This is an optimization exercise on Yosys and OpenROAD, whose aim is small area and a short achievable clock period, not a production implementation.
The clock port is modelled as an ideal driver, which makes a skipped or thinned clock tree look cheaper than it is; a real chip needs a root buffer or a tree.
No activity file was given, so power comes from the tool's default toggle rates.

## mac5
module mac5 #(parameter WIDTH=32)
   (input logic [(WIDTH/2)-1:0] a,
    input logic [(WIDTH/2)-1:0] b,
    input logic               clk, reset,
    output logic [WIDTH-1:0]  out);
Size in the first run: roughly 1,000 cells after synthesis, about 230 flip-flops, about 12,000 µm² of cells after synthesis.
export LEC_CHECK = 0
export ABC_CLOCK_PERIOD_IN_PS = 1000
export CAP_MARGIN = 20
export CORE_MARGIN = 2
export CORE_UTILIZATION = 40
export SETUP_SLACK_MARGIN = 4.5
export SLEW_MARGIN = 20
export SYNTH_HIERARCHICAL = 1
export SYNTH_MINIMUM_KEEP_SIZE = 0
create_clock -name core_clock -period 7.0 [get_ports {clk}]
standard.sh (not shown) runs the stock make flow with config.mk's settings and CLKGATE_MAP_FILE= SYNTH_SCRIPT=/design/flow/synth_recipe.tcl, a recipe that flattens the netlist after the stock synthesis.
==> flow/flow/run.sh <==
#!/bin/bash
# Standard layout (bash standard.sh) with: port buffers of a plain buffer cell;
# sizing not held to the cells' footprints; larger drive strengths for a few
# registers and the output buffers before CTS (size.tcl); a clock tree without
# dummy loads; and the root clock buffer removed after CTS (clock_root.tcl),
# so that the clock port drives the two buffers below it. Each tool's output
# goes to its own log here and under orfs/logs.
set -e
ARGS=(MATCH_CELL_FOOTPRINT=0
  BUFFER_PORTS_ARGS="-buffer_cell sky130_fd_sc_hd__buf_1"
  PRE_CTS_TCL=$PWD/flow/size.tcl
  CTS_ARGS="-sink_clustering_enable -repair_clock_nets -dont_use_dummy_load -sink_clustering_size 30 -sink_clustering_max_diameter 60")
bash standard.sh "${ARGS[@]}" cts > standard_cts.log 2>&1
CTS_DB=$PWD/orfs/results/sky130hd/mac5/base/4_cts.odb openroad -no_init -exit flow/clock_root.tcl > clock_root.log 2>&1
bash standard.sh "${ARGS[@]}" finish > standard.log 2>&1
==> flow/flow/clock_root.tcl <==
set db_file $::env(CTS_DB)
read_db $db_file
set block [ord::get_db_block]
set clk_net [$block findNet clk]
set roots {}
foreach it [$clk_net getITerms] { lappend roots [$it getInst] }
foreach root $roots {
  set rout [[$root findITerm X] getNet]
  set sinks {}
  foreach it [$rout getITerms] { if {[$it getInst] ne $root} { lappend sinks $it } }
  puts "removing root [$root getName] ([llength $sinks] sinks)"
  foreach it $sinks { $it disconnect; $it connect $clk_net }
  [$root findITerm A] disconnect
  [$root findITerm X] disconnect
  odb::dbInst_destroy $root
  odb::dbNet_destroy $rout
}
set n 0
foreach it [$clk_net getITerms] { incr n }
puts "clock port now drives $n cell pins"
write_db $db_file
==> flow/flow/size.tcl <==
# Sourced at the start of ORFS's CTS step (before clock_tree_synthesis, whose
# detailed placement then legalizes): sets the drive strength of the registers
# on the critical paths - the operand and Booth-digit registers, which each
# drive 17 gates, and the output registers - and of the output port buffers.
foreach inst [get_cells *] {
  set n [get_full_name $inst]
  set ref [get_property $inst ref_name]
  if {[regexp {^(ra|bone|btwo|bneg)\[} $n] && [string match sky130_fd_sc_hd__dfxtp_* $ref]} {
    replace_cell $inst sky130_fd_sc_hd__dfxtp_4
  } elseif {[regexp {^out\[} $n] && [string match sky130_fd_sc_hd__dfxtp_* $ref]} {
    replace_cell $inst sky130_fd_sc_hd__dfxtp_2
  } elseif {[string match output* $n] && [string match sky130_fd_sc_hd__buf_* $ref]} {
    replace_cell $inst sky130_fd_sc_hd__buf_2
  }
}
The starting point produced a clean layout.
Change:
==> flow/flow/run.sh (replaced) <==
#!/bin/bash
# Standard layout (bash standard.sh) with: port buffers of a plain buffer cell,
# sizing not held to the cells' footprints, a clock tree without dummy loads,
# and the root clock buffer removed after CTS, so that the clock port drives the two buffers below it (clock_root.tcl).
# Each tool's output goes to its own log here and under orfs/logs.
set -e
ARGS=(MATCH_CELL_FOOTPRINT=0
  BUFFER_PORTS_ARGS="-buffer_cell sky130_fd_sc_hd__buf_1"
  CTS_ARGS="-sink_clustering_enable -repair_clock_nets -dont_use_dummy_load -sink_clustering_size 30 -sink_clustering_max_diameter 60")
bash standard.sh "${ARGS[@]}" cts > standard_cts.log 2>&1
CTS_DB=$PWD/orfs/results/sky130hd/mac5/base/4_cts.odb openroad -no_init -exit flow/clock_root.tcl > flatten_clock.log 2>&1
bash standard.sh "${ARGS[@]}" finish > standard.log 2>&1
removed: flow/flow/size.tcl
=> The new run completed without violations; final area is lower by about 1.6%; setup slack degrades by 0.031 ns; critical path depth is lower by 1; sequential power stays flat; wire length barely changes; area after synthesis is unchanged; die area is unchanged; total power is lower by 0.70%.
Change:
Settings changed: SETUP_SLACK_MARGIN 4.5 to 4.7.
What happened: The changed run went through all stages and came out clean. Total power grows by about 8%. Non-clock buffer count grows by 26. First-iteration DRC count grows by 54%.
Change:
==> flow/flow/run.sh (replaced) <==
#!/bin/bash
# Standard layout (bash standard.sh) with: port buffers of a plain buffer cell;
# sizing not held to the cells' footprints; a fanout limit of 9 for the
# placement repair step (fanout.tcl); a clock tree without dummy loads; and
# the root clock buffer removed after CTS (clock_root.tcl), so that the clock
# port drives the two buffers below it. Each tool's output goes to its own log
# here and under orfs/logs.
set -e
ARGS=(MATCH_CELL_FOOTPRINT=0
  BUFFER_PORTS_ARGS="-buffer_cell sky130_fd_sc_hd__buf_1"
  PRE_RESIZE_TCL=$PWD/flow/fanout.tcl
  CTS_ARGS="-sink_clustering_enable -repair_clock_nets -dont_use_dummy_load -sink_clustering_size 30 -sink_clustering_max_diameter 60")
bash standard.sh "${ARGS[@]}" cts > standard_cts.log 2>&1
CTS_DB=$PWD/orfs/results/sky130hd/mac5/base/4_cts.odb openroad -no_init -exit flow/clock_root.tcl > clock_root.log 2>&1
bash standard.sh "${ARGS[@]}" finish > standard.log 2>&1
==> flow/flow/fanout.tcl (new file) <==
set_max_fanout 9 [current_design]
Settings changed: SETUP_SLACK_MARGIN 4.7 to 4.6.
What happened: The new run ran to the end with no violations; sequential share of layout area went down by 1.2 points; worst hold slack gets worse by 0.053 ns; routed wire length rises by 8.9%; worst setup slack loses 0.14 ns; core utilization increases by 1.2 points; via count climbs by 5.2%; cell area came out higher by 2.5%; die area does not change; clock power shrinks by about 9%; area after synthesis stays the same; fmax is lower by 5.8%.
Function was not checked in any run of this note: the RTL went through the layout flow alone.

separate check: timing with driven ports:
In the flow no input, the clock included, has a driving cell. The finished layouts below were timed again as built, in two steps.
Step 1 (the two cells are an assumption about what drives the block):
set clk [get_ports {clk}]
set_driving_cell -lib_cell sky130_fd_sc_hd__clkbuf_16 $clk
set_driving_cell -lib_cell sky130_fd_sc_hd__buf_2 [delete_from_list [all_inputs] $clk]
Step 2, shift: input delay + t, output delay - t, t = (earliest + latest rising clock arrival at the registers) / 2. This alone moves slack from input paths to output paths.
Slacks: ideal / step 1 / step 2; pairs: ideal / step 1.
run	shift t [ns]	slack for setup (ns)	hold WS [ns]
the first run	0.412	4.605 / 4.605 / 4.605	0.307 / 0.307 / 0.307
the second run	0.417	4.574 / 4.574 / 4.574	0.311 / 0.311 / 0.311
the third run	0.433	4.761 / 4.696 / 4.786	0.326 / 0.326 / 0.326
the fourth run	0.420	4.624 / 4.624 / 4.624	0.273 / 0.273 / 0.273
After both steps every run listed still meets setup and hold.
